Context: an optimization exercise on an open-source flow, tuned for small area. The choices shown serve that exercise and are no tape-out recipe. In this exercise RTL edits were held to simulation tests only and were not proved equivalent to the original. The clock port is modelled as an ideal driver; clocking choices that lean on that would not hold on a real chip. Power and IR drop assume default switching activity.

==> flow/design.v <==
module jukebox_top (
    input        clk,         
    input        rst_n,       
    input        uart_rx,     
    output       led_blink,
    output       led_pwm,
    output       buzzer,
    output       lcd_rs,
    output       lcd_en,
    output [3:0] lcd_data
);
reg [18:0] counter;
always @(posedge clk) begin
    if (!rst_n) counter <= 19'd0;
    else        counter <= counter + 19'd1;
end
assign led_blink = counter[12];
wire [1:0]  fade_w = counter[17:16];
wire [15:0] fade_x = counter[15:0];
assign led_pwm = (fade_w == 2'd1 && fade_x != 16'hFFFF) ||
                 (fade_w == 2'd2 && fade_x <= 16'd43689) ||
                 (fade_w == 2'd3 && fade_x <= 16'd21844);
wire [6:0] uart_data;
uart_rx u_uart (
    .i_CLK(clk),
    .i_RST_N(rst_n),
    .i_RX(uart_rx),
    .o_DATA(uart_data)
);
localparam [3:0] N_REST = 4'd0, N_C4 = 4'd1, N_D4 = 4'd2, N_E4 = 4'd3,
                 N_F4 = 4'd4, N_G4 = 4'd5, N_A4 = 4'd6, N_B4 = 4'd7, N_C5 = 4'd8;
localparam [13:0] JC_1     = 14'b00000000000001;
localparam [13:0] JC_2     = 14'b00000000000010;
localparam [13:0] JC_12500 = 14'b10110000010010;
localparam [13:0] JC_15000 = 14'b01101100110111;
reg [13:0] jukebox_counter;    
reg        jukebox_late;       
reg [7:0]  jukebox_index;      
reg [6:0]  line2_char;         
wire period_end = (jukebox_counter == JC_15000);
wire counter_0  = (jukebox_counter == 14'd0);
wire counter_1  = (jukebox_counter == JC_1);
wire counter_2  = (jukebox_counter == JC_2);
wire note_end   = (jukebox_counter == JC_12500);
localparam [7:0] SILENCE = 8'h3F;
localparam [1023:0] NOTE_TABLE = 1024'h0000000000000000012233440566551102334455023344550122334405665511000000000000000000000000000000000000123223333212303332220333212300000000000000000000000000000000000000000000000000000008876543210000000000000000000000000000000000005667702332555205667702332555;
wire [3:0] index_note = NOTE_TABLE[{jukebox_index, 2'b00} +: 4];
wire [1:0] song     = jukebox_index[7:6];
wire [5:0] position = jukebox_index[5:0];
wire index_end = (jukebox_index == {2'd1, 6'd8})  || (jukebox_index == {2'd2, 6'd29}) ||
                 (jukebox_index == {2'd3, 6'd48}) || (jukebox_index == {2'd0, 6'd29});
wire       song_char = (line2_char[6:3] == 4'b1000) && (line2_char[2:0] != 3'd0) &&
                       (line2_char[2:0] <= 3'd4);       
wire [1:0] char_song = line2_char[1:0];
wire       same_song = (song == char_song) && (char_song != 2'd0 || !position[5]);
reg [7:0] index_next;
always @(*) begin
    index_next = jukebox_index;
    if (counter_1) begin
        if (!song_char)     index_next = SILENCE;
        else if (same_song) index_next = {song, position + 6'd1};
        else                index_next = {char_song, 6'd0};
    end
    if (index_end && counter_2) index_next = SILENCE;
end
wire       resting    = counter_0 || jukebox_late;
wire [3:0] music_note = resting ? N_REST : index_note;
always @(posedge clk) begin
    if (!rst_n) begin
        jukebox_counter <= 14'd0;
        jukebox_late <= 1'b0;
        jukebox_index <= SILENCE;
        line2_char <= "X";
    end else begin
        jukebox_index <= index_next;
        if (period_end) begin
            jukebox_counter <= 14'd0;
            jukebox_late <= 1'b0;
            line2_char <= uart_data;
        end else begin
            jukebox_counter <= {jukebox_counter[12:0],
                                ~^{jukebox_counter[13], jukebox_counter[1], jukebox_counter[0]}};
            if (note_end) jukebox_late <= 1'b1;
        end
    end
end
reg [15:0] music_counter;      
reg        music_below;
reg        tone_out;
reg [15:0] lim_wrap;
reg [15:0] lim_half;
always @(*) begin
    case (music_note)
        N_C4: begin lim_wrap = 16'd188; lim_half = 16'd94; end
        N_D4: begin lim_wrap = 16'd168; lim_half = 16'd84; end
        N_E4: begin lim_wrap = 16'd149; lim_half = 16'd74; end
        N_F4: begin lim_wrap = 16'd141; lim_half = 16'd70; end
        N_G4: begin lim_wrap = 16'd125; lim_half = 16'd62; end
        N_A4: begin lim_wrap = 16'd111; lim_half = 16'd55; end
        N_B4: begin lim_wrap = 16'd99;  lim_half = 16'd49; end
        N_C5: begin lim_wrap = 16'd93;  lim_half = 16'd46; end
        default: begin lim_wrap = 16'd49998; lim_half = 16'd24999; end
    endcase
end
always @(posedge clk) begin
    if (!rst_n) begin
        music_counter <= 16'd0;
        music_below <= 1'b1;
        tone_out <= 1'b0;
    end else begin
        music_counter <= music_below ? music_counter + 16'd1 : 16'd0;
        music_below <= !music_below || (music_counter < lim_wrap);
        tone_out <= !music_below || (music_counter < lim_half);
    end
end
assign buzzer = tone_out && (music_note != N_REST);
wire lcd_copy = (counter[14:0] == 15'h3FFF);
reg [6:0] lcd_char;
always @(posedge clk) begin
    if (lcd_copy) lcd_char <= line2_char;
end
lcd u_lcd (
    .CLOCK(clk),
    .SYNC_RST(rst_n),
    .REFRESH(counter[14]),
    .SCROLL(counter[18:15]),
    .VALID(counter[14]),
    .CHAR2(lcd_char),
    .LCD_RS(lcd_rs),
    .LCD_EN(lcd_en),
    .LCD_DATA(lcd_data)
);
endmodule
module lcd (
    input            CLOCK,
    input            SYNC_RST,
    input            REFRESH,
    input      [3:0] SCROLL,
    input            VALID,
    input      [6:0] CHAR2,
    output           LCD_RS,
    output reg       LCD_EN,
    output reg [3:0] LCD_DATA
);
    reg [8:0] index;      
    reg [5:0] step;       
    wire in_line1 = (index[7:0] >= 8'd11) && (index[7:0] <= 8'd26);
    wire in_line2 = (index[7:0] >= 8'd31) && (index[7:0] <= 8'd46);
    wire [3:0] addr = index[3:0] + (in_line2 ? ~SCROLL : SCROLL);
    wire       is_title = (CHAR2 == "A") || (CHAR2 == "B") || (CHAR2 == "C") || (CHAR2 == "D");
    wire [1:0] title = CHAR2[2] ? 2'd3 : CHAR2[1:0] - 2'd1;
    reg [6:0] text_rom;
    always @(*) begin
        casez ({in_line2, title, addr})
            7'b0_??_0000: text_rom = 7'h63;
            7'b0_??_0001: text_rom = 7'h20;
            7'b0_??_0010: text_rom = 7'h4a;
            7'b0_??_0011: text_rom = 7'h75;
            7'b0_??_0100: text_rom = 7'h6b;
            7'b0_??_0101: text_rom = 7'h65;
            7'b0_??_0110: text_rom = 7'h62;
            7'b0_??_0111: text_rom = 7'h6f;
            7'b0_??_1000: text_rom = 7'h78;
            7'b0_??_1001: text_rom = 7'h5d;
            7'b0_??_1010: text_rom = 7'h20;
            7'b0_??_1011: text_rom = 7'h5b;
            7'b0_??_1100: text_rom = 7'h4d;
            7'b0_??_1101: text_rom = 7'h75;
            7'b0_??_1110: text_rom = 7'h73;
            7'b0_??_1111: text_rom = 7'h69;
            7'b1_00_0000: text_rom = 7'h2c;
            7'b1_00_0001: text_rom = 7'h20;
            7'b1_00_0010: text_rom = 7'h52;
            7'b1_00_0011: text_rom = 7'h65;
            7'b1_00_0100: text_rom = 7'h2c;
            7'b1_00_0101: text_rom = 7'h20;
            7'b1_00_0110: text_rom = 7'h4d;
            7'b1_00_0111: text_rom = 7'h69;
            7'b1_00_1000: text_rom = 7'h2e;
            7'b1_00_1001: text_rom = 7'h2e;
            7'b1_00_1010: text_rom = 7'h2e;
            7'b1_00_1011: text_rom = 7'h20;
            7'b1_00_1100: text_rom = 7'h20;
            7'b1_00_1101: text_rom = 7'h20;
            7'b1_00_1110: text_rom = 7'h44;
            7'b1_00_1111: text_rom = 7'h6f;
            7'b1_01_0000: text_rom = 7'h74;
            7'b1_01_0001: text_rom = 7'h74;
            7'b1_01_0010: text_rom = 7'h6c;
            7'b1_01_0011: text_rom = 7'h65;
            7'b1_01_0100: text_rom = 7'h20;
            7'b1_01_0101: text_rom = 7'h4c;
            7'b1_01_0110: text_rom = 7'h61;
            7'b1_01_0111: text_rom = 7'h6d;
            7'b1_01_1000: text_rom = 7'h62;
            7'b1_01_1001: text_rom = 7'h20;
            7'b1_01_1010: text_rom = 7'h20;
            7'b1_01_1011: text_rom = 7'h20;
            7'b1_01_1100: text_rom = 7'h20;
            7'b1_01_1101: text_rom = 7'h20;
            7'b1_01_1110: text_rom = 7'h4c;
            7'b1_01_1111: text_rom = 7'h69;
            7'b1_10_0000: text_rom = 7'h69;
            7'b1_10_0001: text_rom = 7'h6e;
            7'b1_10_0010: text_rom = 7'h6b;
            7'b1_10_0011: text_rom = 7'h6c;
            7'b1_10_0100: text_rom = 7'h65;
            7'b1_10_0101: text_rom = 7'h20;
            7'b1_10_0110: text_rom = 7'h54;
            7'b1_10_0111: text_rom = 7'h77;
            7'b1_10_1000: text_rom = 7'h69;
            7'b1_10_1001: text_rom = 7'h6e;
            7'b1_10_1010: text_rom = 7'h6b;
            7'b1_10_1011: text_rom = 7'h6c;
            7'b1_10_1100: text_rom = 7'h65;
            7'b1_10_1101: text_rom = 7'h20;
            7'b1_10_1110: text_rom = 7'h54;
            7'b1_10_1111: text_rom = 7'h77;
            7'b1_11_0000: text_rom = 7'h64;
            7'b1_11_0001: text_rom = 7'h20;
            7'b1_11_0010: text_rom = 7'h4d;
            7'b1_11_0011: text_rom = 7'h61;
            7'b1_11_0100: text_rom = 7'h63;
            7'b1_11_0101: text_rom = 7'h44;
            7'b1_11_0110: text_rom = 7'h6f;
            7'b1_11_0111: text_rom = 7'h6e;
            7'b1_11_1000: text_rom = 7'h61;
            7'b1_11_1001: text_rom = 7'h6c;
            7'b1_11_1010: text_rom = 7'h64;
            7'b1_11_1011: text_rom = 7'h20;
            7'b1_11_1100: text_rom = 7'h20;
            7'b1_11_1101: text_rom = 7'h20;
            7'b1_11_1110: text_rom = 7'h4f;
            7'b1_11_1111: text_rom = 7'h6c;
            default: text_rom = 7'h00;
        endcase
    end
    reg [7:0] char;
    always @(*) begin
        if (!VALID)                         char = " ";
        else if (!in_line2 || is_title)     char = {1'b0, text_rom};
        else if (addr == 4'd13)             char = {1'b0, CHAR2};
        else                                char = "-";
    end
    reg [8:0] instruction;
    always @(*) begin
        case (index[7:0])
            8'd0: instruction = index[8] ? 9'd0 : {1'b0, 8'h33};
            8'd1: instruction = {1'b0, 8'h32};
            8'd2: instruction = {1'b0, 8'h28};
            8'd3: instruction = {1'b0, 8'h06};
            8'd4: instruction = {1'b0, 8'h0C};
            8'd5: instruction = {1'b0, 8'h01};
            8'd9: instruction = {1'b0, 8'h01};
            8'd10: instruction = {1'b0, 8'h80};
            8'd30: instruction = {1'b0, 8'hC0};
            default: instruction = (in_line1 || in_line2) ? {1'b1, char} : 9'd0;
        endcase
    end
    wire is_chr    = instruction[8];
    wire prev_chr = ((index[7:0] >= 8'd12) && (index[7:0] <= 8'd27)) ||
                    ((index[7:0] >= 8'd32) && (index[7:0] <= 8'd47));
    assign LCD_RS = step_hi ? prev_chr : is_chr;
    localparam [5:0] S4 = 6'b001111, S9 = 6'b110111, S10 = 6'b101111,
                     S17 = 6'b011101, S26 = 6'b000010, S49 = 6'b001001;
    wire step_hi   = (step == 6'd0);
    wire step_lo   = is_chr ? (step == S4) : (step == S17);
    wire step_last = is_chr ? (step == S10) : (step == S49);
    wire step_off  = !is_chr && (step == S9 || step == S26);
    always @(posedge CLOCK) begin
        if (!SYNC_RST) begin
            index <= 9'd0;
            step <= 6'd0;
            LCD_EN <= 1'b0;
            LCD_DATA <= 4'h0;
        end else begin
            if (step_hi || step_lo) begin
                LCD_EN <= 1'b1;
                LCD_DATA <= step_hi ? instruction[7:4] : instruction[3:0];
            end else if (step_off) begin
                LCD_EN <= 1'b0;
            end
            if (!step_last) begin
                step <= {step[4:0], ~^{step[5], step[4]}};
            end else if (!index[8]) begin       
                index <= index + 9'd1;
                step <= 6'd0;
            end else if (REFRESH) begin
                index <= 9'd10;
                step <= 6'd0;
            end
        end
    end
endmodule
module uart_rx (
    input        i_CLK,
    input        i_RST_N,
    input        i_RX,
    output [6:0] o_DATA
);
    localparam [8:0] S21  = 9'b000111010, S407 = 9'b001101000;
    localparam [8:0] B0 = 9'b000011000, B1 = 9'b101010001, B2 = 9'b111101100,
                     B3 = 9'b011101011, B4 = 9'b000000110, B5 = 9'b011100101,
                     B6 = 9'b001100001;
    reg [8:0] step;
    reg [6:0] r_DATA;
    assign o_DATA = r_DATA;
    reg [10:0] rx_pipe;
    wire r_RX = rx_pipe[10];
    always @(posedge i_CLK) begin
        if (!i_RST_N) rx_pipe <= 11'h7FF;
        else          rx_pipe <= {rx_pipe[9:0], i_RX};
    end
    wire [8:0] step_next = {step[7:0], ~^{step[8], step[4]}};
    always @(posedge i_CLK) begin
        if (!i_RST_N) begin
            step <= 9'd0;
        end else if (step == 9'd0) begin
            if (!r_RX) step <= step_next;         
        end else if (step == S21) begin
            step <= r_RX ? 9'd0 : step_next;      
        end else if (step == S407) begin
            if (r_RX) step <= 9'd0;               
        end else begin
            step <= step_next;
        end
    end
    always @(posedge i_CLK) begin
        if (!i_RST_N) begin
            r_DATA <= "X";
        end else begin
            if (step == B0) r_DATA[0] <= r_RX;
            if (step == B1) r_DATA[1] <= r_RX;
            if (step == B2) r_DATA[2] <= r_RX;
            if (step == B3) r_DATA[3] <= r_RX;
            if (step == B4) r_DATA[4] <= r_RX;
            if (step == B5) r_DATA[5] <= r_RX;
            if (step == B6) r_DATA[6] <= r_RX;
        end
    end
endmodule
==> flow/flow/run.sh <==
#!/bin/bash
# Layout flow: the standard synthesis, then the combinational logic between
# the registers is re-mapped for area with ABC, best of four seeds (registers,
# their names and cell types are kept), then the standard layout from
# floorplan to finish with a
# smaller clock tree (small buffers, no dummy loads, buffers upsized only
# where the flip-flops' clock edge is slow) and small port buffers.
set -euo pipefail
W=$(pwd)
F=$W/flow
R=$W/orfs/results/$FLOW_PLATFORM/jukebox_top/base
YOSYS=$(command -v yosys || echo "$FLOW_HOME/../tools/install/yosys/bin/yosys")

bash standard.sh synth > "$W/log_1_standard_synth.txt" 2>&1

cp "$R/1_2_yosys.v" "$W/standard_synth.v"
export LIBFILE="$FLOW_HOME/platforms/$FLOW_PLATFORM/lib/sky130_fd_sc_hd__tt_025C_1v80.lib"
export CELLMAP="$W/cellmap.v"
export STD_NETLIST="$W/standard_synth.v"
export OUT_NETLIST="$W/resynth.v"
"$YOSYS" -c "$F/cellmap.tcl" > "$W/log_2_cellmap.txt" 2>&1

# Four ABC runs with different random seeds; the smallest netlist is used.
best=""
for seed in 0 3 4 5; do
  sed "s/@SEED@/$seed/" "$F/area.abc.in" > "$W/area_$seed.abc"
  ABC_SCRIPT="$W/area_$seed.abc" OUT_NETLIST="$W/resynth_$seed.v" \
    "$YOSYS" -c "$F/resynth.tcl" > "$W/log_3_resynth_$seed.txt" 2>&1 &
done
wait
for seed in 0 3 4 5; do
  a=$(awk '/Chip area/ {print $NF}' "$W/log_3_resynth_$seed.txt" | tail -1)
  echo "seed $seed: $a" >> "$W/log_3_resynth_pick.txt"
  if [[ -s "$W/resynth_$seed.v" && -n "$a" ]]; then
    if [[ -z "$best" ]] || awk -v a="$a" -v b="$best_area" 'BEGIN {exit !(a < b)}'; then
      best=$seed; best_area=$a
    fi
  fi
done
echo "picked seed $best" >> "$W/log_3_resynth_pick.txt"
cp "$W/resynth_$best.v" "$OUT_NETLIST"

cp "$OUT_NETLIST" "$R/1_2_yosys.v"
rm -f "$R/1_synth.odb" "$R/1_synth.sdc"
bash standard.sh \
  "CTS_ARGS=$(cat "$F/cts_args.txt")" \
  "BUFFER_PORTS_ARGS=-buffer_cell sky130_fd_sc_hd__buf_1" \
  "POST_CTS_TCL=$F/post_cts.tcl" \
  finish > "$W/log_4_standard_layout.txt" 2>&1
==> flow/flow/area.abc.in <==
strash
&get -n
&deepsyn -T 60 -S @SEED@
&put
dch -f
amap
topo
==> flow/flow/cellmap.tcl <==
# Combinational cells of the library as techmap rules (cell -> its function).
yosys -import
read_liberty -ignore_miss_func $::env(LIBFILE)
delete sky130_fd_sc_hd__df* sky130_fd_sc_hd__edf* sky130_fd_sc_hd__sdf* sky130_fd_sc_hd__dl* sky130_fd_sc_hd__lpflow* sky130_fd_sc_hd__probe*
write_verilog -noattr $::env(CELLMAP)
==> flow/flow/cts_args.txt <==
-sink_clustering_enable -repair_clock_nets -dont_use_dummy_load -buf_list sky130_fd_sc_hd__clkbuf_4 -root_buf sky130_fd_sc_hd__clkbuf_4
==> flow/flow/post_cts.tcl <==
# Upsize the clock buffers that drive flip-flops with a slow clock edge
# (estimated slew over 105 ps), up to three rounds, then legalize again.
estimate_parasitics -placement
proc slow_clock_drivers { limit } {
  set drivers [dict create]
  foreach pin [get_pins -hierarchical */CLK] {
    set slew [get_property $pin slew_max_rise]
    set fall [get_property $pin slew_max_fall]
    if { $fall > $slew } { set slew $fall }
    if { $slew > $limit } {
      foreach drv [get_pins -of_objects [get_nets -of_objects $pin] -filter "direction==output"] {
        dict set drivers [get_full_name [get_cells -of_objects $drv]] 1
      }
    }
  }
  return [dict keys $drivers]
}
set bigger [dict create \
  sky130_fd_sc_hd__clkbuf_2 sky130_fd_sc_hd__clkbuf_4 \
  sky130_fd_sc_hd__clkbuf_4 sky130_fd_sc_hd__clkbuf_8 \
  sky130_fd_sc_hd__clkbuf_8 sky130_fd_sc_hd__clkbuf_16]
set upsized 0
for { set round 0 } { $round < 3 } { incr round } {
  foreach name [slow_clock_drivers 0.105] {
    set inst [get_cells $name]
    set master [get_property $inst ref_name]
    if { [dict exists $bigger $master] } {
      replace_cell $inst [dict get $bigger $master]
      incr upsized
    }
  }
  estimate_parasitics -placement
}
puts "post_cts: upsized $upsized clock buffers"
if { $upsized > 0 } {
  detailed_placement
  check_placement -verbose
  estimate_parasitics -placement
}
==> flow/flow/resynth.tcl <==
# Re-map the combinational logic of the standard synthesis netlist for area.
# Sequential cells stay as they are (same instances, names and cell types).
yosys -import
set lib $::env(LIBFILE)
read_liberty -lib $lib
read_verilog $::env(STD_NETLIST)
hierarchy -top $::env(FLOW_TOP)
techmap -map $::env(CELLMAP)
simplemap
opt_clean
abc -script $::env(ABC_SCRIPT) -liberty $lib -dont_use *lpflow* -dont_use *probe*
setundef -zero
hilomap -singleton -hicell sky130_fd_sc_hd__conb_1 HI -locell sky130_fd_sc_hd__conb_1 LO
splitnets
opt_clean -purge
insbuf -buf sky130_fd_sc_hd__buf_1 A X
stat -liberty $lib
write_verilog -noattr -nohex -nodec $::env(OUT_NETLIST)
==> flow/standard.sh <==
#!/bin/bash
# synth_recipe.tcl (not shown) runs the flow's synth.tcl, then flattens the netlist and writes it again
# the make line also repeats each setting of config.mk as NAME=value (left out here)
make -C /OpenROAD-flow-scripts/flow DESIGN_CONFIG=/design/flow/config.mk WORK_HOME=/design/flow/orfs CLKGATE_MAP_FILE= SYNTH_SCRIPT=/design/flow/synth_recipe.tcl "${@:-finish}"
==> flow/config.mk <==
export PLATFORM = sky130hd
export DESIGN_NAME = jukebox_top
export DESIGN_NICKNAME = jukebox_top
export VERILOG_FILES = /design/flow/design.v
export SDC_FILE = /design/flow/constraint.sdc
export NUM_CORES = 4
export LEC_CHECK = 0
export CAP_MARGIN = 0
export CORE_MARGIN = 2
export CORE_UTILIZATION = 65
export SLEW_MARGIN = 0
==> flow/constraint.sdc <==
create_clock -name core_clock -period 80.0 [get_ports {clk}]
set_input_delay 16.0000 -clock core_clock [delete_from_list [all_inputs] [get_ports {clk}]]
set_output_delay 16.0000 -clock core_clock [all_outputs]
set_load 0.01 [all_outputs]
==> summary.txt, run 1 <==
Outcome - finished clean
Syn Inst Count - 810
Post-DP HPWL - 10900 µm
Area Growth Syn to Fin - 5.68%
Die Ht - 99.8 µm
Worst-Skew Late Latency - 0.49 ns
Power per cell area - 16.5 nW/µm²
Vias in the first global route - 5603
CTS tree - yes
CTS clk-pin slew, worst paths - 0.10 ns
Slowest cell delay on critical path - 0.47 ns
IO buf count - 11
Clock Skews - 0.0228 ns
Layout cells sized above 1 - 2.38%
Post-route DRC - 0
Crit path DAT - 4.13 ns
Synthesized area per cell - 7.36 µm²
Synth warn - 3
Net Count, Synth - 813
CP required - 64.00 ns
Fillers - 667
Worst vdd ir - 0.0224 mV
Gpl congestion - 0.973
Fin Setup TNS - 0 ns
Total GRT Usage - 29.9%
Worst Setup End Kind - primary output
Fin worst setup slack - 59.87 ns
Multi-input gate area - 3020 µm²
Worst slew pin tran - 1.03 ns
CP Max Fanout - 10
Register area - 2490 µm²
# IOs - 12
Die width - 99.8 µm
Initial antenna violation count - 0
Max Slew Vio Count - 0
Max-slew headroom - 31.4%
Pleak - 0.00213 µW
Metal2 WL - 6730 µm
Vias/cell - 6.34
Min-Delay Path Class - reg -> reg
DRT antenna net count - 0
RSZ-0062 raised after global routing - no
Starting Density - 67.7%
Minimum clock period - 20.13 ns
Via count - 6015
Metal-1 WL - 6290 µm
Nets@finish - 846
Die footprint - 9960 µm²
DR top layer - met4
Final Util - 71.6%
Routed WL - 14500 µm
Ant. Diodes - 0
Routed wl met3 - 1090 µm
WHS - 0.413 ns
Core area - 8810 µm²
Rows - 34
Pre-CTS worst setup slack - 60.51 ns
MaxCap Viol Count - 0
Final hold viol count - 0
Gr ovfl total - 0
Startpoint types - register
DRT iter0 DRCs - 559
Final setup violation count - 0
Critical path's slowest cell - dfxtp_1
Largest net degree at the start of global routing - 46
First-pass GRT wire length - 24400 µm
Most common cell after layout, fill and taps aside - nor2_1
Pre-antenna DRT Iters - 5
Commonest non-fill, non-tap cells in the layout - 159 x nor2_1, 120 x clkinv_1, 114 x dfxtp_1
Wire per inst - 15.3 µm
Critical Setup Path Class - reg -> out
Netlist Area Pre-Place - 5960 µm²
CP cell instances - clkinv_1 -> o21ai_0 -> nand3_1 -> o21ai_0 -> nor2_1 -> nor4_1 -> a31oi_1 -> o31ai_1 -> o21ai_0 -> nor2_1 -> nor2_1 -> o21ai_0 -> clkinv_1 -> nor2_1 -> nor2b_1 -> buf_1
Max frequency - 49.7 MHz
Sink Count - 121
Final Cycle Share - 25.2%
-- routing by layer --
metal  GRT usage, %  up-vias
met4           11.6        0
li1               -     2939
met2           49.5      283
met3           5.29       56
met1           39.1     2737
met5              0        -
-- power by group --
| part | total, µW | internal, µW | switching [µW] |
|---|---|---|---|
| combinational | 11.9 | 3.66 | 8.22 |
| sequential | 63.2 | 61.8 | 1.36 |
| clock | 29.0 | 10.8 | 18.2 |
-- path summary, 6_finish.rpt --
| path | slack (ns) | endpoint | startpoint | depth (start not counted) |
|---|---|---|---|---|
| setup reg to reg | 73.28 | u_lcd.LCD_DATA[0] | u_lcd.index[0] | 28 |
| hold / removal | 0.41 | u_uart.rx_pipe[8] | u_uart.rx_pipe[7] | 1 |
| setup / recovery | 59.87 | buzzer | jukebox_index[2] | 16 |
| hold reg to reg | 0.41 | u_uart.rx_pipe[8] | u_uart.rx_pipe[7] | 1 |
-- flip-flops by register name, indices dropped and copies added (netlist names) --
signal / flops
u_lcd.step: 6
jukebox_counter: 14
lcd_char: 7
u_lcd.LCD_DATA: 4
u_lcd.index: 9
u_uart.step: 9
music_below: 1
u_lcd.LCD_EN: 1
tone_out: 1
line2_char: 7
jukebox_index: 8
u_uart.r_DATA: 7
music_counter: 16
u_uart.rx_pipe: 11
counter: 19
jukebox_late: 1
-- critical path, delay by kind of cell, from the launching register on --
kind            cells  cell delay, ns
compound gates      6            1.23
buf+inv             3            0.62
simple gates        7            1.34
flops               1            0.47
-- final cells by class --
cell class,count,share of cell area (%)
clock buffer,17,2.22
inverter,120,7.15
multi-input combinational,569,47.9
sequential,121,39.5
tap,108,2.14
timing repair buffer,14,1.01
-- per-stage QoR --
stage / instance area [µm²] / std cells / power (µW)
2_1_floorplan: 5960 / 810 / 72.7
6_report: 6300 / 949 / 104
3_5_place_dp: 6160 / 932 / 76.0
5_1_grt: 6300 / 949 / 108
3_3_place_gp: 6160 / 932 / 75.5
==> run 2, diff against run 1 <==
--- a/flow/config.mk
+++ b/flow/config.mk
@@ -7,5 +7,5 @@
 export LEC_CHECK = 0
-export CAP_MARGIN = 0
+export CAP_MARGIN = 20
 export CORE_MARGIN = 2
 export CORE_UTILIZATION = 65
-export SLEW_MARGIN = 0
+export SLEW_MARGIN = 20
==> run 2 against run 1 <==
Worst setup slack improved by 0.29 ns. Synthesized area about the same. Non-clock buffer count increased by 1. Total power increased by 7.8%. Fmax increased by 1.5%. Final area increased by 0.26%. Global-route usage increased by 2.3 points. Sequential share of layout area decreased by 0.10 points. Critical endpoint is now led_pwm. Routed wire length increased by 6.2%.
==> summary.txt, run 2 <==
Worst-Skew Late Latency - 0.51 ns (+0.02 ns)
Gr ovfl total - 0 (unchanged)
Final Cycle Share - 24.8% (-0.37 points)
Vias in the first global route - 5768 (+2.9%)
Internal - 79.1 µW (+3.8%)
Placed insts - 941 (+0.97%)
Area Growth Syn to Fin - 5.91%
Sink Count - 121 (unchanged)
Psw - 33.1 µW (+19%)
Nets@finish - 855 (+1.1%)
Comb power frac - 14.1% (+2.7 points)
DRT antenna net count - 0 (unchanged)
RSZ-0062 raised after global routing - no
Via count - 6189 (+2.9%)
Max Slew Vio Count - 0 (unchanged)
Sequential power share - 58.6% (-2.1 points)
Starting Density - 67.8% (about the same)
Ant. Diodes - 0 (unchanged)
Final setup violation count - 0 (unchanged)
Synthesized area per cell - 7.29 µm² (-0.94%)
Die width - 99.8 µm (about the same)
Initial antenna violation count - 0 (unchanged)
Synth warn - 3 (unchanged)
Crit path DAT - 3.83 ns (-0.30 ns)
Largest register by flop count - counter
CP required - 64.00 ns (about the same)
DRT iter0 DRCs - 540 (-3.4%)
First-pass GRT wire length - 26200 µm (+7.2%)
Outcome - finished clean
Pre-antenna DRT Iters - 8 (+3)
Register area - 2490 µm² (unchanged)
CP Max Fanout - 4 (-6)
Syn Inst Count - 818 (+0.99%)
Die Ht - 99.8 µm (about the same)
Netlist Area Pre-Place - 5970 µm² (about the same)
Worst vdd ir - 0.0185 mV (-17%)
MaxCap Viol Count - 0 (unchanged)
Pleak - 0.00208 µW (-2.4%)
Vias/cell - 6.46 (+1.9%)
Clock group share of total power - 27.4% (-0.5 points)
Most used cell, CP - nor2_1
Startpoint types - register
Net Sw Frac - 29.5% (+2.8 points)
Fillers - 671 (+0.60%)
Critical Setup Path Class - reg -> out
Post-route DRC - 0 (unchanged)
Min-Delay Path Class - reg -> reg
Layout cells sized above 1 - 2.47% (+0.092 points)
Critical path's slowest cell - dfxtp_1
Net Count, Synth - 821 (+0.98%)
Most common cell after layout, fill and taps aside - nor2_1
# IOs - 12 (unchanged)
Final hold viol count - 0 (unchanged)
Worst slew pin tran - 0.883 ns (-0.146 ns)
Wire per inst - 16.1 µm (+5.2%)
Gpl congestion - 0.998 (+2.6%)
Worst Setup End Kind - primary output
Power per cell area - 17.8 nW/µm² (+7.6%)
Largest net degree at the start of global routing - 29 (-37%)
Die footprint - 9960 µm² (about the same)
Routed WL - 15400 µm (+6.2%)
Commonest non-fill, non-tap cells in the layout - 177 x nor2_1, 114 x dfxtp_1, 110 x clkinv_1
Delay-heaviest family, CP - simple AND/OR/NAND/NOR gates
Registers with the most flip-flops - counter x19, music_counter x16, jukebox_counter x14
Rows - 34 (unchanged)
Multi-input gate area - 3060 µm² (+1.3%)
IO buf count - 11 (unchanged)
Buf/Inv on CP - 1 (-2)
Core area - 8810 µm² (unchanged)
Clock Skews - 0.0373 ns (+0.0145 ns)
Max-slew headroom - 40.9% (+9.5 points)
Max frequency - 50.4 MHz (+1.5%)
Post-DP HPWL - 11400 µm (+4.4%)
CTS clk-pin slew, worst paths - 0.10 ns (about the same)
Minimum clock period - 19.83 ns (-0.294 ns)
CP cell instances - nand2_1 -> nor2_1 -> nand2_1 -> nor2_1 -> nand2_1 -> nor2_1 -> nand2_1 -> nor2_1 -> nand2_1 -> nor2_1 -> nand2_1 -> nor2_1 -> nand2_1 -> nor2_1 -> nand2_1 -> nor2_1 -> nor2_1 -> a21o_1 -> buf_1
CTS tree - yes
Largest register FFs - 19 (unchanged)
Slowest cell delay on critical path - 0.37 ns (-0.10 ns)
Non-filler cells, final - 958 (+0.95%)
Total GRT Usage - 32.2% (+2.3 points)
Fin Setup TNS - 0 ns (unchanged)
==> run 2: worst reg2reg max path: cells and delay by family, from the launching register on <==
kind                   cells  cell delay [ns]
buffers and inverters      4             1.15
AO/OA/AOI/OAI             12             2.08
AND/OR/NAND/NOR           13             2.71
flip-flops                 1             0.37
==> run 2: final timing paths <==
| kind | depth (start not counted) | slack (ns) | endpoint | start |
|---|---|---|---|---|
| worst min register to register | 1 | 0.39 | u_uart.rx_pipe[8] | u_uart.rx_pipe[7] |
| worst min-delay path | 1 | 0.39 | u_uart.rx_pipe[8] | u_uart.rx_pipe[7] |
| worst max register to register | 29 | 73.65 | u_lcd.LCD_DATA[1] | u_lcd.index[2] |
| worst max-delay path | 19 | 60.17 | led_pwm | counter[1] |
==> run 2: layout make-up <==
class / count / area share (%)
Multi-Input combinational cell: 587 / 48.4
Inverter: 110 / 6.53
Timing Repair Buffer: 15 / 1.13
Clock buffer: 17 / 2.32
Tap cell: 108 / 2.14
Sequential cell: 121 / 39.4
==> run 2: metrics by stage <==
| stage | hold slack [ns] | area (µm²) | utilization (%) | setup WS [ns] | total power [µW] |
|---|---|---|---|---|---|
| floorplan | 0.391 | 5970 | - | 61.38 | 77.9 |
| global placement | 0.400 | 6170 | 70.1 | 60.85 | 81.8 |
| detailed placement | 0.404 | 6170 | 70.1 | 60.79 | 82.0 |
| global route | 0.402 | 6320 | 71.8 | 59.72 | 117 |
| finish | 0.388 | 6320 | 71.8 | 60.17 | 112 |
==> run 2: metal layers <==
layer / up-vias / global-route usage [%] / routed length (µm)
li1: 2969 / - / -
met1: 2843 / 43.3 / 6550
met2: 325 / 51.3 / 7320
met3: 52 / 5.85 / 1200
met4: 0 / 13.7 / 371
met5: - / 0 / 0
==> run 2: power by group through the flow <==
stage / Sequential, µW / Clock, µW / Combinational (µW)
final: 65.7 / 30.7 / 15.8
after global routing: 65.9 / 33.8 / 17.6
after detailed placement: 66.9 / 0 / 15.1
after global placement: 66.8 / 0 / 14.9
after floorplan: 66.3 / 0 / 11.6
==> run 3, diff against run 2 <==
--- a/flow/flow/run.sh
+++ b/flow/flow/run.sh
@@ -2,3 +2,3 @@
 # Layout flow: the standard synthesis, then the combinational logic between
-# the registers is re-mapped for area with ABC, best of four seeds (registers,
+# the registers is re-mapped for area with ABC, best of eight seeds (registers,
 # their names and cell types are kept), then the standard layout from
@@ -22,11 +22,16 @@
 
-# Four ABC runs with different random seeds; the smallest netlist is used.
+# Eight ABC runs with different random seeds, four at a time; the smallest
+# netlist is used.
+SEEDS="0 3 4 5 6 7 8 9"
 best=""
-for seed in 0 3 4 5; do
-  sed "s/@SEED@/$seed/" "$F/area.abc.in" > "$W/area_$seed.abc"
-  ABC_SCRIPT="$W/area_$seed.abc" OUT_NETLIST="$W/resynth_$seed.v" \
-    "$YOSYS" -c "$F/resynth.tcl" > "$W/log_3_resynth_$seed.txt" 2>&1 &
-done
+run_seed() {
+  sed "s/@SEED@/$1/" "$F/area.abc.in" > "$W/area_$1.abc"
+  ABC_SCRIPT="$W/area_$1.abc" OUT_NETLIST="$W/resynth_$1.v" \
+    "$YOSYS" -c "$F/resynth.tcl" > "$W/log_3_resynth_$1.txt" 2>&1
+}
+for seed in 0 3 4 5; do run_seed $seed & done
 wait
-for seed in 0 3 4 5; do
+for seed in 6 7 8 9; do run_seed $seed & done
+wait
+for seed in $SEEDS; do
   a=$(awk '/Chip area/ {print $NF}' "$W/log_3_resynth_$seed.txt" | tail -1)
==> flow/flow/area.abc.in (replaced) <==
strash
&get -n
&deepsyn -T 60 -S @SEED@
&put
dch -f
amap -m
topo
--- a/flow/config.mk
+++ b/flow/config.mk
@@ -7,5 +7,5 @@
 export LEC_CHECK = 0
-export CAP_MARGIN = 20
+export CAP_MARGIN = 0
 export CORE_MARGIN = 2
 export CORE_UTILIZATION = 65
-export SLEW_MARGIN = 20
+export SLEW_MARGIN = 0
==> run 3 against run 2 <==
Routed wire length decreased by 3.0%. Final cell count down 0.63%. Register-to-register slack got worse by 0.72 ns. Still clean on timing, DRC and antenna. Critical path type unchanged. Synthesized cell count shrank 0.61%. Critical endpoint is now buzzer. Sequential power fell by 4.0%. Synthesized area is essentially flat.
==> summary.txt, run 3 <==
Outcome - finished clean
Commonest non-fill, non-tap cells in the layout - 159 x nor2_1, 119 x clkinv_1, 114 x dfxtp_1
Largest register by flop count - counter
RSZ-0062 raised after global routing - no
Registers with the most flip-flops - counter x19, music_counter x16, jukebox_counter x14
First-pass GRT wire length - 25900 µm (-1.1%)
Vias/cell - 6.45 (-0.10%)
Sink Count - 121 (unchanged)
Max-slew headroom - 28.3% (-13 points)
Syn Inst Count - 813 (-0.61%)
Final hold viol count - 0 (unchanged)
Netlist Area Pre-Place - 5960 µm² (about the same)
Wire per inst - 15.7 µm (-2.4%)
Minimum clock period - 20.06 ns (+0.225 ns)
Starting Density - 67.7% (about the same)
DRT iter0 DRCs - 605 (+12%)
Rows - 34 (unchanged)
Die footprint - 9960 µm² (about the same)
Gpl congestion - 0.965 (-3.3%)
Fillers - 652 (-2.8%)
Core area - 8810 µm² (unchanged)
# IOs - 12 (unchanged)
Worst Setup End Kind - primary output
Die width - 99.8 µm (about the same)
Max Slew Vio Count - 0 (unchanged)
Min-Delay Path Class - reg -> reg
Synthesized area per cell - 7.33 µm² (+0.55%)
Synth warn - 3 (unchanged)
Dpl cell area - 6160 µm² (-0.18%)
Final Cycle Share - 25.1% (+0.28 points)
Nets@finish - 849 (-0.70%)
Ant. Diodes - 0 (unchanged)
Layout cells sized above 1 - 2.37% (-0.10 points)
Initial antenna violation count - 0 (unchanged)
IO buf count - 11 (unchanged)
Net Count, Synth - 816 (-0.61%)
Routed WL - 15000 µm (-3.0%)
Clock Skews - 0.0374 ns (+0.0000819 ns)
Gr ovfl total - 0 (unchanged)
Final setup violation count - 0 (unchanged)
Critical Setup Path Class - reg -> out
Fin Setup TNS - 0 ns (unchanged)
CTS clk-pin slew, worst paths - 0.09 ns (about the same)
Max frequency - 49.9 MHz (-1.1%)
Worst vdd ir - 0.0155 mV (-16%)
Largest register FFs - 19 (unchanged)
Pre-antenna DRT Iters - 6 (-2)
Area Growth Syn to Fin - 5.69%
DRT antenna net count - 0 (unchanged)
Total GRT Usage - 31.7% (-0.52 points)
MaxCap Viol Count - 0 (unchanged)
Power per cell area - 16.5 nW/µm² (-6.9%)
CP required - 64.00 ns (about the same)
Most common cell after layout, fill and taps aside - nor2_1
Fin area - 6300 µm² (-0.28%)
Die Ht - 99.8 µm (about the same)
Post-DP HPWL - 11100 µm (-2.0%)
Via count - 6144 (-0.73%)
Final Util - 71.6% (-0.20 points)
Startpoint types - register
Worst slew pin tran - 1.08 ns (+0.193 ns)
Crit path DAT - 4.06 ns (+0.23 ns)
CP Max Fanout - 10 (+6)
Pleak - 0.00214 µW (+2.9%)
Post-route DRC - 0 (unchanged)
CTS tree - yes
Vias in the first global route - 5838 (+1.2%)
R2r setup slk - 72.93 ns (-0.72 ns)
Worst-Skew Late Latency - 0.50 ns (about the same)
Largest net degree at the start of global routing - 47 (+62%)
## run 3: area by class of cell
| type | count | area (µm²) | area share (%) |
|---|---|---|---|
| multi-input combinational | 573 | 3020 | 48.0 |
| sequential | 121 | 2490 | 39.5 |
| clock buffer | 17 | 140 | 2.22 |
| timing repair buffer | 14 | 63.8 | 1.01 |
| tap | 108 | 135 | 2.14 |
| inverter | 119 | 447 | 7.09 |
## run 3: per-stage QoR
step / power (µW) / setup slack [ns] / instances / hold slack [ns]
2_1_floorplan: 72.7 / 61.29 / 813 / 0.391
3_3_place_gp: 75.7 / 60.73 / 935 / 0.398
3_5_place_dp: 76.0 / 60.62 / 935 / 0.408
5_1_grt: 109 / 59.49 / 952 / 0.436
6_report: 104 / 59.94 / 952 / 0.408
## run 3: critical path, cell delays in order (launching register included)
cell      delay [ns]
dfxtp_1         0.48
clkinv_1        0.30
o21ai_0         0.28
nand3_1         0.11
o21ai_0         0.12
nor2_1          0.08
nor4_1          0.26
a31oi_1         0.09
o31ai_1         0.09
o21ai_0         0.23
nor2_1          0.22
nor2_1          0.07
o21ai_0         0.38
clkinv_1        0.16
nor2_1          0.46
nor2b_1         0.09
buf_1           0.15
## run 3: final timing paths
kind / from / endpoint / cells past startpoint
worst max-delay path: jukebox_index[2] / buzzer / 16
worst min-delay path: u_uart.rx_pipe[0] / u_uart.rx_pipe[1] / 1
worst max register to register: u_lcd.index[0] / u_lcd.LCD_DATA[1] / 33
worst min register to register: u_uart.rx_pipe[0] / u_uart.rx_pipe[1] / 1
## run 3: where the power goes
part           total [µW]  internal (µW)  leakage, µW  switching, µW
combinational        11.9           3.64      0.00107           8.30
sequential           63.1           61.8     0.000988           1.34
clock                29.0           10.8    0.0000834           18.3
total                 104           76.2      0.00214           27.9
## run 3: routing by layer
layer	vias up	GRT usage (%)	part of all wire, %
li1	2959	-	-
met1	2752	39.7	41
met2	356	52.1	47
met3	77	6.62	8.3
met4	0	15.7	3.5
met5	-	0	0
==> run 4, diff against run 3 <==
--- a/flow/design.v
+++ b/flow/design.v
@@ -304,11 +304,9 @@
                      B6 = 9'b001100001;
+    localparam [8:0] W0 = 9'b110010011, W1 = 9'b011001110, W2 = 9'b101010100,
+                     W3 = 9'b010100101, W4 = 9'b001010110, W5 = 9'b100000001,
+                     W6 = 9'b000001000;
     reg [8:0] step;
+    reg       rx_bit;
     reg [6:0] r_DATA;
     assign o_DATA = r_DATA;
-    reg [10:0] rx_pipe;
-    wire r_RX = rx_pipe[10];
-    always @(posedge i_CLK) begin
-        if (!i_RST_N) rx_pipe <= 11'h7FF;
-        else          rx_pipe <= {rx_pipe[9:0], i_RX};
-    end
     wire [8:0] step_next = {step[7:0], ~^{step[8], step[4]}};
@@ -318,7 +316,7 @@
         end else if (step == 9'd0) begin
-            if (!r_RX) step <= step_next;         
+            if (!i_RX) step <= step_next;         
         end else if (step == S21) begin
-            step <= r_RX ? 9'd0 : step_next;      
+            step <= i_RX ? 9'd0 : step_next;      
         end else if (step == S407) begin
-            if (r_RX) step <= 9'd0;               
+            if (i_RX) step <= 9'd0;               
         end else begin
@@ -328,2 +326,7 @@
     always @(posedge i_CLK) begin
+        if (step == B0 || step == B1 || step == B2 || step == B3 ||
+            step == B4 || step == B5 || step == B6)
+            rx_bit <= i_RX;
+    end
+    always @(posedge i_CLK) begin
         if (!i_RST_N) begin
@@ -331,9 +334,9 @@
         end else begin
-            if (step == B0) r_DATA[0] <= r_RX;
-            if (step == B1) r_DATA[1] <= r_RX;
-            if (step == B2) r_DATA[2] <= r_RX;
-            if (step == B3) r_DATA[3] <= r_RX;
-            if (step == B4) r_DATA[4] <= r_RX;
-            if (step == B5) r_DATA[5] <= r_RX;
-            if (step == B6) r_DATA[6] <= r_RX;
+            if (step == W0) r_DATA[0] <= rx_bit;
+            if (step == W1) r_DATA[1] <= rx_bit;
+            if (step == W2) r_DATA[2] <= rx_bit;
+            if (step == W3) r_DATA[3] <= rx_bit;
+            if (step == W4) r_DATA[4] <= rx_bit;
+            if (step == W5) r_DATA[5] <= rx_bit;
+            if (step == W6) r_DATA[6] <= rx_bit;
         end
==> run 4 against run 3 <==
Critical endpoint is now led_pwm. Critical path type unchanged. Largest cell class unchanged. Fmax grew 4.0%. Non-clock buffer count grew 1. Sequential cell count shrank 10. Register-to-register slack gained 0.78 ns. Die area shrank 3.2%. Clock power shrank 11%.
==> summary.txt, run 4 <==
Clock group share of total power - 26.3% (-1.6 points)
Total GRT Usage - 29.4% (-2.2 points)
RSZ-0062 raised after global routing - no
Via count - 6035 (-1.8%)
Vias/cell - 6.41 (-0.73%)
MaxCap Viol Count - 0 (unchanged)
Sink Count - 111 (-8.3%)
DRT antenna net count - 0 (unchanged)
Die width - 98.2 µm (-1.6%)
Registers with the most flip-flops - counter x19, music_counter x16, jukebox_counter x14
Starting Density - 66.4% (-1.3 points)
Rows - 34 (unchanged)
Net Sw Frac - 27.3% (+0.49 points)
Gr ovfl total - 0 (unchanged)
Final setup violation count - 0 (unchanged)
Syn Inst Count - 810 (-0.37%)
Worst slew pin tran - 1.05 ns (-0.0252 ns)
IO buf count - 11 (unchanged)
First-pass GRT wire length - 23900 µm (-7.7%)
Vias in the first global route - 5436 (-6.9%)
Synthesized area per cell - 7.11 µm² (-3.0%)
Wire per inst - 15.2 µm (-3.4%)
CP cell instances - nand2_1 -> nor2_1 -> nand2_1 -> nor2_1 -> nand2_1 -> nor2_1 -> nand2_1 -> nor2_1 -> nand2_1 -> nor2_1 -> nand2_1 -> nor2_1 -> nand2_1 -> nor2_1 -> nand2_1 -> clkinv_1 -> o31ai_1 -> buf_1
Netlist Area Pre-Place - 5760 µm² (-3.4%)
Net Count, Synth - 813 (-0.37%)
Core area - 8680 µm² (-1.4%)
Outcome - finished clean
Comb power frac - 13.4% (+1.9 points)
Max Slew Vio Count - 0 (unchanged)
Synth warn - 3 (unchanged)
Largest net degree at the start of global routing - 37 (-21%)
Most used cell, CP - nand2_1
Critical Setup Path Class - reg -> out
Final hold viol count - 0 (unchanged)
Worst Setup End Kind - primary output
Layout cells sized above 1 - 1.56% (-0.81 points)
Post-DP HPWL - 10700 µm (-3.8%)
Sequential power share - 60.3% (-0.3 points)
Fin Setup TNS - 0 ns (unchanged)
Post-route DRC - 0 (unchanged)
Ant. Diodes - 0 (unchanged)
CTS clk-pin slew, worst paths - 0.10 ns (about the same)
CP Max Fanout - 4 (-6)
DRT iter0 DRCs - 697 (+15%)
Minimum clock period - 19.29 ns (-0.771 ns)
Most common cell after layout, fill and taps aside - nor2_1
Largest register FFs - 19 (unchanged)
Crit path DAT - 3.29 ns (-0.77 ns)
Nets@finish - 839 (-1.2%)
Die Ht - 98.2 µm (-1.6%)
Die footprint - 9640 µm² (-3.2%)
Largest register by flop count - counter
Gpl congestion - 1.01 (+5.0%)
Fin worst setup slack - 60.71 ns (+0.771 ns)
Final Cycle Share - 24.1% (-0.96 points)
Max frequency - 51.8 MHz (+4.0%)
Startpoint types - register
Fillers - 726 (+11%)
Commonest non-fill, non-tap cells in the layout - 183 x nor2_1, 123 x clkinv_1, 103 x dfxtp_1
Worst vdd ir - 0.0142 mV (-8.9%)
Slowest cell delay on critical path - 0.36 ns (-0.12 ns)
Routed WL - 14300 µm (-4.4%)
Pre-CTS worst setup slack - 61.18 ns (+0.554 ns)
Pre-antenna DRT Iters - 5 (-1)
Initial antenna violation count - 0 (unchanged)
Worst-Skew Late Latency - 0.45 ns (-0.05 ns)
Buf/Inv on CP - 2 (-1)
Internal - 71.4 µW (-6.3%)
Pleak - 0.00196 µW (-8.5%)
CP required - 64.00 ns (about the same)
# IOs - 12 (unchanged)
CTS tree - yes
Area Growth Syn to Fin - 5.71% (about the same)
Clock Skews - 0.0291 ns (-0.00835 ns)
Min-Delay Path Class - reg -> reg
Power per cell area - 16.1 nW/µm² (-2.4%)
Max-slew headroom - 29.5% (+1.2 points)
Psw - 26.8 µW (-3.9%)
Critical path's slowest cell - dfxtp_1
Delay-heaviest family, CP - simple AND/OR/NAND/NOR gates
[run 4: final timing paths]
| check | startpoint | endpoint | slack, ns | cells after the start |
|---|---|---|---|---|
| worst min-delay path | jukebox_counter[12] | jukebox_counter[13] | 0.45 | 2 |
| worst max-delay path | counter[0] | led_pwm | 60.71 | 18 |
| worst min register to register | jukebox_counter[12] | jukebox_counter[13] | 0.45 | 2 |
| worst max register to register | u_lcd.index[0] | u_lcd.LCD_DATA[0] | 73.71 | 28 |
[run 4: routing by layer]
layer	GRT usage, %	up-vias	part of all wire, %
li1	-	2928	-
met1	37.8	2719	42
met2	48.2	337	46
met3	5.58	51	8.3
met4	13.8	0	2.9
met5	0	-	0
[run 4: power by group through the flow]
stage	Combinational [µW]	Clock (µW)	Sequential, µW
after floorplan	9.43	0	60.1
after global placement	12.5	0	60.4
after detailed placement	12.6	0	60.5
after global routing	14.4	28.3	59.5
final	13.1	25.9	59.3
[run 4: area by class of cell]
class                   count  area, µm²  share of cell area (%)
inverters                 123        462                    7.58
well taps                 108        135                    2.22
repair buffers             15       71.3                    1.17
flip-flops and latches    111       2300                    37.8
clock buffers               9        123                    2.01
multi-input cells         576       3000                    49.2
[run 4: per-stage QoR]
step | power [µW] | hold WS, ns | cells | instance area [µm²] | util [%]
2_1_floorplan | 69.5 | 0.398 | 810 | 5760 | -
3_3_place_gp | 73.0 | 0.411 | 933 | 5970 | 68.8
3_5_place_dp | 73.1 | 0.432 | 933 | 5970 | 68.8
5_1_grt | 102 | 0.463 | 942 | 6090 | 70.2
6_report | 98.3 | 0.446 | 942 | 6090 | 70.2
[run 4: worst register-to-register path, delay by kind of cell, from the launching register on]
| kind | cells | cell delay [ns] |
|---|---|---|
| buffers and inverters | 6 | 1.03 |
| AO/OA/AOI/OAI | 12 | 3.17 |
| AND/OR/NAND/NOR | 10 | 1.48 |
| flip-flops | 1 | 0.44 |
==> run 5, diff against run 4 <==
==> flow/flow/area.abc.in (replaced) <==
strash
&get -n
&deepsyn -T 240 -S @SEED@
&put
dch -f
amap -m
topo
==> run 5 against run 4 <==
Critical path depth down 2. Utilization rose by 0.46 points. Synthesized area down 0.28%. Largest cell class unchanged. Highest routed layer unchanged.
==> summary.txt, run 5 <==
Gpl congestion - 1.04 (+2.3%)
Wire per inst - 15.7 µm (+3.4%)
Netlist Area Pre-Place - 5750 µm² (-0.28%)
Fin Setup TNS - 0 ns (unchanged)
Area Growth Syn to Fin - 6.18%
Outcome - finished clean
Post-DP HPWL - 11000 µm (+2.9%)
Worst slew pin tran - 0.886 ns (-0.164 ns)
Net Count, Synth - 810 (-0.37%)
Max-slew headroom - 40.4% (+11 points)
Nets@finish - 837 (-0.24%)
Buf/Inv on CP - 4 (+2)
Synth warn - 3 (unchanged)
Routed WL - 14800 µm (+3.3%)
Worst setup path start - jukebox_index[1]
Final Cycle Share - 25.2% (+1.1 points)
Syn Inst Count - 807 (-0.37%)
Synthesized area per cell - 7.12 µm² (about the same)
Dpl cell area - 5960 µm² (-0.15%)
Fin area - 6100 µm² (+0.16%)
Startpoint types - register
CTS tree - yes
CP Max Fanout - 8 (+4)
MaxCap Viol Count - 0 (unchanged)
Pre-antenna DRT Iters - 7 (+2)
Fillers - 729 (+0.41%)
Clock group share of total power - 28.2% (+1.9 points)
Largest net degree at the start of global routing - 35 (-5.4%)
Worst-Skew Late Latency - 0.46 ns (about the same)
Sequential power share - 59.1% (-1.2 points)
Internal - 73.0 µW (+2.2%)
DRT antenna net count - 0 (unchanged)
Max Slew Vio Count - 0 (unchanged)
Slowest cell delay on critical path - 0.47 ns (+0.11 ns)
Sink Count - 111 (unchanged)
Min-Delay Path Class - reg -> reg
End of the critical path - buzzer
Most common cell after layout, fill and taps aside - nor2_1
Total GRT Usage - 30.7% (+1.3 points)
Core area - 8640 µm² (-0.49%)
Layout cells sized above 1 - 1.68% (+0.12 points)
Starting Density - 66.5% (+0.14 points)
Die Ht - 98.0 µm (-0.14%)
Worst Setup End Kind - primary output
R2r setup slk - 72.65 ns (-1.06 ns)
Pleak - 0.00198 µW (+1.4%)
Worst vdd ir - 0.0149 mV (+5.0%)
Final hold viol count - 0 (unchanged)
Crit Reg-Reg Startpoint - u_lcd.index[2]
Minimum clock period - 20.13 ns (+0.841 ns)
Initial antenna violation count - 1 (+1)
# IOs - 12 (unchanged)
R2R cell count - 34 (+21%)
RSZ-0062 raised after global routing - no
Final setup violation count - 0 (unchanged)
Largest register FFs - 19 (unchanged)
Most used cell, CP - nor2_1
CTS clk-pin slew, worst paths - 0.09 ns (about the same)
Die width - 98.0 µm (-0.14%)
Critical Setup Path Class - reg -> out
Crit path DAT - 4.13 ns (+0.84 ns)
Gr ovfl total - 0 (unchanged)
IO buf count - 11 (unchanged)
Die footprint - 9610 µm² (-0.27%)
CP required - 64.00 ns (about the same)
Clock Skews - 0.0267 ns (-0.00238 ns)
CP cell instances - clkinv_1 -> nor2_1 -> clkinv_1 -> nor2_1 -> nor2_1 -> a31oi_1 -> nor3_1 -> and3_1 -> o32ai_1 -> nor2_1 -> o32ai_1 -> o21ai_0 -> nand2_1 -> clkinv_1 -> nor2b_1 -> buf_1
Commonest non-fill, non-tap cells in the layout - 181 x nor2_1, 114 x clkinv_1, 103 x dfxtp_1
Net Sw Frac - 27.2% (-0.13 points)
Largest register by flop count - counter
Rows - 34 (unchanged)
DRT iter0 DRCs - 445 (-36%)
First-pass GRT wire length - 24800 µm (+3.7%)
Registers with the most flip-flops - counter x19, music_counter x16, jukebox_counter x14
Delay-heaviest family, CP - simple AND/OR/NAND/NOR gates
Comb power frac - 12.7% (-0.7 points)
Post-route DRC - 0 (unchanged)
Reg2reg end - u_lcd.LCD_DATA[1]
Via count - 5978 (-0.94%)
Vias/cell - 6.35 (-0.84%)
Psw - 27.2 µW (+1.5%)
Levels on crit path - 16 (-2)
Vias in the first global route - 5472 (+0.66%)
Power per cell area - 16.4 nW/µm² (+1.9%)
Critical path's slowest cell - o32ai_1
Max frequency - 49.7 MHz (-4.2%)
-- run 5: how the worst min path moves through the flow --
stage             endpoint  cells after the start          start  slack, ns
6_report       lcd_char[3]                      0  line2_char[3]       0.42
5_1_grt        lcd_char[3]                      0  line2_char[3]       0.44
3_5_place_dp    counter[0]                      1     counter[0]       0.42
3_3_place_gp    counter[0]                      1     counter[0]       0.41
2_1_floorplan   counter[0]                      1     counter[0]       0.40
-- run 5: final cells by class --
type                            instances  area, µm²  share of cell area (%)
Clock buffer                            9        139                    2.28
Inverter                              114        428                    7.01
Timing Repair Buffer                   16       78.8                    1.29
Multi-Input combinational cell        582       3020                    49.4
Antenna cell                            1       2.50                  0.0410
Tap cell                              108        135                    2.21
Sequential cell                       111       2300                    37.7
-- run 5: worst register-to-register path, delay by kind of cell (launching register included) --
kind	cells	cell delay, ns
AND/OR/NAND/NOR	16	2.72
AO/OA/AOI/OAI	12	3.08
flip-flops	1	0.39
buffers and inverters	6	1.07
-- run 5: stage by stage --
| stage | utilization (%) | hold WS [ns] | power (µW) | setup slack, ns | instances |
|---|---|---|---|---|---|
| after global placement | 69.0 | 0.411 | 72.5 | 60.64 | 931 |
| after detailed placement | 69.0 | 0.418 | 72.8 | 60.50 | 931 |
| after floorplan | - | 0.398 | 69.2 | 61.23 | 807 |
| final | 70.7 | 0.424 | 100 | 59.87 | 941 |
| after global routing | 70.7 | 0.444 | 104 | 59.46 | 941 |
-- run 5: power groups by stage --
stage / sequential [µW] / combinational (µW) / clock (µW)
after global placement: 60.5 / 12.0 / 0
after global routing: 59.6 / 14.1 / 30.3
after detailed placement: 60.5 / 12.3 / 0
final: 59.3 / 12.7 / 28.3
after floorplan: 60.1 / 9.14 / 0
-- run 5: routing by layer --
metal	wire length, µm	share of wire, %	track usage [%]
met3	1130	7.6	5.44
met5	0	0	0
met2	6890	47	50.6
met1	6460	44	41.3
met4	316	2.1	9.62
==> run 6, diff against run 5 <==
--- a/flow/flow/post_cts.tcl
+++ b/flow/flow/post_cts.tcl
@@ -1,3 +1,3 @@
 # Upsize the clock buffers that drive flip-flops with a slow clock edge
-# (estimated slew over 105 ps), up to three rounds, then legalize again.
+# (estimated slew over 115 ps), to at most clkbuf_8, then legalize again.
 estimate_parasitics -placement
@@ -19,7 +19,6 @@
   sky130_fd_sc_hd__clkbuf_2 sky130_fd_sc_hd__clkbuf_4 \
-  sky130_fd_sc_hd__clkbuf_4 sky130_fd_sc_hd__clkbuf_8 \
-  sky130_fd_sc_hd__clkbuf_8 sky130_fd_sc_hd__clkbuf_16]
+  sky130_fd_sc_hd__clkbuf_4 sky130_fd_sc_hd__clkbuf_8]
 set upsized 0
 for { set round 0 } { $round < 3 } { incr round } {
-  foreach name [slow_clock_drivers 0.105] {
+  foreach name [slow_clock_drivers 0.115] {
     set inst [get_cells $name]
==> run 6 against run 5 <==
Utilization shrank 0.62 points. Final cell count down 0.11%. Routed wire length down 4.2%. Count of clock-buffer cells in the layout did not move. Clock skew shrank 0.0023 ns. Largest cell class unchanged. Highest routed layer unchanged.
==> summary.txt, run 6 <==
Outcome - finished clean
Min-Delay Path Class - reg -> reg
Routing usage on met2 - 51.1% (+0.47 points)
Max-slew headroom - 42.9% (+2.5 points)
Final Cycle Share - 25.0% (-0.11 points)
Core area - 8640 µm² (unchanged)
MaxCap Viol Count - 0 (unchanged)
Dpl cell area - 5940 µm² (-0.29%)
Netlist Area Pre-Place - 5740 µm² (-0.17%)
Tot Pwr - 90.6 µW (-9.6%)
HP Start - jukebox_counter[3]
Wire per inst - 15.1 µm (-4.1%)
Crit Reg-Reg Startpoint - u_lcd.index[2]
# IOs - 12 (unchanged)
Final setup violation count - 0 (unchanged)
Net Count, Synth - 811 (+0.12%)
Final Util - 70.0% (-0.62 points)
Hold path depth - 2 (+2)
Most common cell after layout, fill and taps aside - nor2_1
Met3 GRT Util - 5.58% (+0.14 points)
Die footprint - 9590 µm² (-0.16%)
Minimum clock period - 20.04 ns (-0.0895 ns)
Worst-Skew Late Latency - 0.44 ns (-0.02 ns)
CP required - 64.00 ns (about the same)
Rows - 34 (unchanged)
DRT antenna net count - 0 (unchanged)
Worst Setup End Kind - primary output
Worst vdd ir - 0.0127 mV (-15%)
Die width - 97.9 µm (about the same)
Power per cell area - 15.0 nW/µm² (-8.8%)
Met1 Usage GRT - 38.5% (-2.7 points)
Worst slew pin tran - 0.857 ns (-0.0300 ns)
Critical Setup Path Class - reg -> out
Fin Setup TNS - 0 ns (unchanged)
Critical path's slowest cell - a222oi_1
DRT iter0 DRCs - 393 (-12%)
Layout cells sized above 1 - 1.56% (-0.12 points)
Vias in the first global route - 5510 (+0.69%)
Initial antenna violation count - 0 (-1)
Sink Count - 111 (unchanged)
Post-DP HPWL - 10700 µm (-3.2%)
RSZ-0062 raised after global routing - no
Registers with the most flip-flops - counter x19, music_counter x16, jukebox_counter x14
IO buf count - 11 (unchanged)
Commonest non-fill, non-tap cells in the layout - 201 x nor2_1, 118 x clkinv_1, 103 x dfxtp_1
Slowest cell delay on critical path - 0.46 ns (about the same)
CTS clk-pin slew, worst paths - 0.10 ns (about the same)
Post-route DRC - 0 (unchanged)
Syn Inst Count - 808 (+0.12%)
R2R cell count - 28 (-18%)
CP Max Fanout - 11 (+3)
Largest net degree at the start of global routing - 35 (unchanged)
Die Ht - 97.9 µm (about the same)
Synthesized area per cell - 7.10 µm² (-0.30%)
Area Growth Syn to Fin - 5.43%
Top Usage Layer GRT - met2
Pleak - 0.00194 µW (-2.0%)
First-pass GRT wire length - 24500 µm (-1.3%)
Total GRT Usage - 30.2% (-0.51 points)
Reg2reg end - u_lcd.LCD_DATA[0]
Largest register by flop count - counter
Gr ovfl total - 0 (unchanged)
Max frequency - 49.9 MHz (+0.45%)
Vias/cell - 6.29 (-0.97%)
R2r setup slk - 73.41 ns (+0.76 ns)
Final hold viol count - 0 (unchanged)
Via count - 5914 (-1.1%)
CTS tree - yes
Pre-antenna DRT Iters - 6 (-1)
Worst hold path endpoint - jukebox_counter[4]
Clock Skews - 0.0244 ns (-0.00225 ns)
Gpl congestion - 0.995 (-4.0%)
CP cell instances - clkinv_1 -> nor2_1 -> a2111oi_0 -> nor4_1 -> nor3_1 -> a21oi_1 -> nand2_1 -> a222oi_1 -> a21oi_1 -> a211oi_1 -> clkinv_1 -> nand2_1 -> nor2_1 -> nor2b_1 -> buf_1
Max Slew Vio Count - 0 (unchanged)
Synth warn - 3 (unchanged)
Starting Density - 66.4% (-0.12 points)
Fin area - 6050 µm² (-0.88%)
Startpoint types - register
Crit path DAT - 4.04 ns (-0.09 ns)
WHS - 0.429 ns (+0.00432 ns)
Largest register FFs - 19 (unchanged)
Routed WL - 14200 µm (-4.2%)
Nets@finish - 837 (unchanged)
Ant. Diodes - 0 (-1)
## run 6: routing by layer
layer	part of all wire (%)	wire, µm	vias up
li1	-	-	2917
met1	43	6070	2688
met2	48	6800	272
met3	7.4	1040	37
met4	1.7	243	0
met5	0	0	-
## run 6: through the flow
step,setup slack (ns),instances
after global placement,60.78,931
after floorplan,61.21,808
after detailed placement,60.61,931
after global routing,59.73,940
final,59.96,940
## run 6: worst max path at each step
| stage | from | endpoint | slack [ns] | depth (start not counted) |
|---|---|---|---|---|
| 5_1_grt | jukebox_index[3] | buzzer | 59.73 | 15 |
| 2_1_floorplan | jukebox_index[3] | buzzer | 61.21 | 14 |
| 3_5_place_dp | jukebox_index[3] | buzzer | 60.61 | 15 |
| 3_3_place_gp | jukebox_index[3] | buzzer | 60.78 | 15 |
| 6_report | jukebox_index[3] | buzzer | 59.96 | 15 |
## run 6: layout make-up
type                    instances  area, µm²
clock buffers                   9        105
well taps                     108        135
flip-flops and latches        111       2300
inverters                     118        443
multi-input cells             579       2990
fillers                       725       2590
repair buffers                 15       71.3
## run 6: power breakdown
| group | switching [µW] | internal (µW) |
|---|---|---|
| combinational | 5.66 | 2.61 |
| clock | 15.9 | 8.46 |
| sequential | 0.992 | 57.0 |
| total | 22.6 | 68.0 |
## run 6: worst max-delay path: cells and delay by family (launching register included)
family / cells / cell delay, ns
AND/OR/NAND/NOR: 7 / 1.14
buffers and inverters: 3 / 0.70
flip-flops: 1 / 0.43
AO/OA/AOI/OAI: 5 / 1.33
==> run 7, diff against run 6 <==
--- a/flow/flow/run.sh
+++ b/flow/flow/run.sh
@@ -2,3 +2,3 @@
 # Layout flow: the standard synthesis, then the combinational logic between
-# the registers is re-mapped for area with ABC, best of eight seeds (registers,
+# the registers is re-mapped for area with ABC, best of twelve seeds (registers,
 # their names and cell types are kept), then the standard layout from
@@ -22,5 +22,5 @@
 
-# Eight ABC runs with different random seeds, four at a time; the smallest
+# Twelve ABC runs with different random seeds, four at a time; the smallest
 # netlist is used.
-SEEDS="0 3 4 5 6 7 8 9"
+SEEDS="0 3 4 5 6 7 8 9 10 11 12 13"
 best=""
@@ -34,2 +34,4 @@
 for seed in 6 7 8 9; do run_seed $seed & done
+wait
+for seed in 10 11 12 13; do run_seed $seed & done
 wait
--- a/flow/config.mk
+++ b/flow/config.mk
@@ -9,3 +9,3 @@
 export CORE_MARGIN = 2
-export CORE_UTILIZATION = 65
+export CORE_UTILIZATION = 70
 export SLEW_MARGIN = 0
==> run 7 against run 6 <==
Sequential cell count did not move. Fmax rose by 0.45%. Clock skew rose by 0.0079 ns. Via count rose by 1.8%. Critical path depth rose by 3. Synthesized cell count fell by 1.5%. Combinational power rose by 57%. Sequential share of layout area barely moved. Total power rose by 6.8%. Critical endpoint unchanged. Highest routed layer unchanged. Largest power group unchanged. Register-to-register slack got worse by 0.58 ns. Final cell count fell by 1.7%. Routed wire length rose by 1.6%.
==> summary.txt, run 7 <==
Dpl cell area - 5940 µm² (-0.13%)
Final setup violation count - 0 (unchanged)
Wire per inst - 15.6 µm (+3.4%)
IO buf count - 11 (unchanged)
Hold path depth - 2 (unchanged)
Largest register FFs - 19 (unchanged)
Starting Density - 70.9% (+4.5 points)
Largest net degree at the start of global routing - 27 (-23%)
R2r setup slk - 72.83 ns (-0.58 ns)
Power per cell area - 16.0 nW/µm² (+7.0%)
Max-slew headroom - 42.1% (-0.84 points)
Outcome - finished clean
DRT antenna net count - 0 (unchanged)
CTS tree - yes
Worst vdd ir - 0.0123 mV (-2.6%)
Netlist Area Pre-Place - 5740 µm² (about the same)
R2R cell count - 33 (+18%)
Registers with the most flip-flops - counter x19, music_counter x16, jukebox_counter x14
Final hold viol count - 0 (unchanged)
Worst slew pin tran - 0.864 ns (+0.00733 ns)
Layout cells sized above 1 - 1.47% (-0.097 points)
Pre-CTS worst setup slack - 60.58 ns (-0.0290 ns)
Clock Skews - 0.0323 ns (+0.00792 ns)
Post-DP HPWL - 10700 µm (+0.35%)
Min-Delay Path Class - reg -> reg
Startpoint types - register
Worst-Skew Late Latency - 0.44 ns (about the same)
Final Util - 74.6% (+4.6 points)
Nets@finish - 824 (-1.6%)
Die width - 94.6 µm (-3.5%)
Psw - 26.8 µW (+19%)
HP Start - jukebox_counter[6]
Commonest non-fill, non-tap cells in the layout - 172 x nor2_1, 120 x clkinv_1, 103 x dfxtp_1
Sequential power share - 61.1% (-2.9 points)
Initial antenna violation count - 0 (unchanged)
Max Slew Vio Count - 0 (unchanged)
DRT iter0 DRCs - 625 (+59%)
Internal - 70.0 µW (+2.9%)
Fin worst setup slack - 60.05 ns (+0.0894 ns)
Sink Count - 111 (unchanged)
Net Count, Synth - 799 (-1.5%)
Gpl congestion - 1.03 (+3.5%)
Gr ovfl total - 0 (unchanged)
MaxCap Viol Count - 0 (unchanged)
First-pass GRT wire length - 23300 µm (-4.8%)
Ant. Diodes - 0 (unchanged)
Clock group share of total power - 25.4% (-1.5 points)
Crit path DAT - 3.95 ns (-0.09 ns)
Reg2reg end - u_lcd.LCD_DATA[1]
## run 7: metrics by stage
| step | power [µW] | instances |
|---|---|---|
| after global placement | 72.6 | 915 |
| final | 96.8 | 924 |
| after global routing | 100 | 924 |
| after detailed placement | 72.8 | 915 |
| after floorplan | 69.4 | 796 |
## run 7: power groups by stage
stage / clock network (µW) / logic, µW / registers, µW
3_5_place_dp: 0 / 12.5 / 60.3
5_1_grt: 26.5 / 14.5 / 59.3
2_1_floorplan: 0 / 9.41 / 60.0
6_report: 24.6 / 13.0 / 59.1
3_3_place_gp: 0 / 12.4 / 60.3
## run 7: area by class of cell
type	count	area, µm²	area share (%)
sequential	111	2300	38.1
clock buffer	9	105	1.74
inverter	120	450	7.46
tap	105	131	2.17
timing repair buffer	14	63.8	1.06
multi-input combinational	565	2990	49.5
## run 7: how the worst max path moves through the flow
| stage | start | end | slack, ns | cells past startpoint |
|---|---|---|---|---|
| 6_report | jukebox_index[4] | buzzer | 60.05 | 18 |
| 5_1_grt | jukebox_index[2] | buzzer | 59.59 | 18 |
| 3_5_place_dp | jukebox_index[2] | buzzer | 60.58 | 18 |
| 3_3_place_gp | jukebox_index[2] | buzzer | 60.64 | 18 |
| 2_1_floorplan | jukebox_index[2] | buzzer | 61.14 | 17 |
## run 7: per-layer routing
metal | share of wire, % | vias to the layer above | global-route usage, %
li1 | - | 2887 | -
met1 | 42 | 2716 | 42.7
met2 | 47 | 371 | 52.9
met3 | 8.5 | 45 | 5.11
met4 | 2.4 | 0 | 12.2
met5 | 0 | - | 0
## run 7: critical path, stage by stage, from the launching register on
cell and delay (ns):
dfxtp_1 0.47, clkinv_1 0.25, nor2_1 0.21, nor2_1 0.07, a211oi_1 0.25, o311a_1 0.22, nor3_1 0.04, a31oi_1 0.25
o21ai_0 0.14, o21a_1 0.12, a311oi_1 0.36, nand2_1 0.14, clkinv_1 0.11, o32ai_1 0.10, o21ai_0 0.33, clkinv_1 0.14
nor2_1 0.16, nor2b_1 0.06, buf_1 0.13

Re-timed with assumed drivers on the ports (clkbuf_16 on the clock, buf_2 on other inputs), run 7 has 60.018 ns of setup slack against 60.050 ns with ideal ports, and 60.470 ns once port delays also move by the mid clock arrival of 0.453 ns.
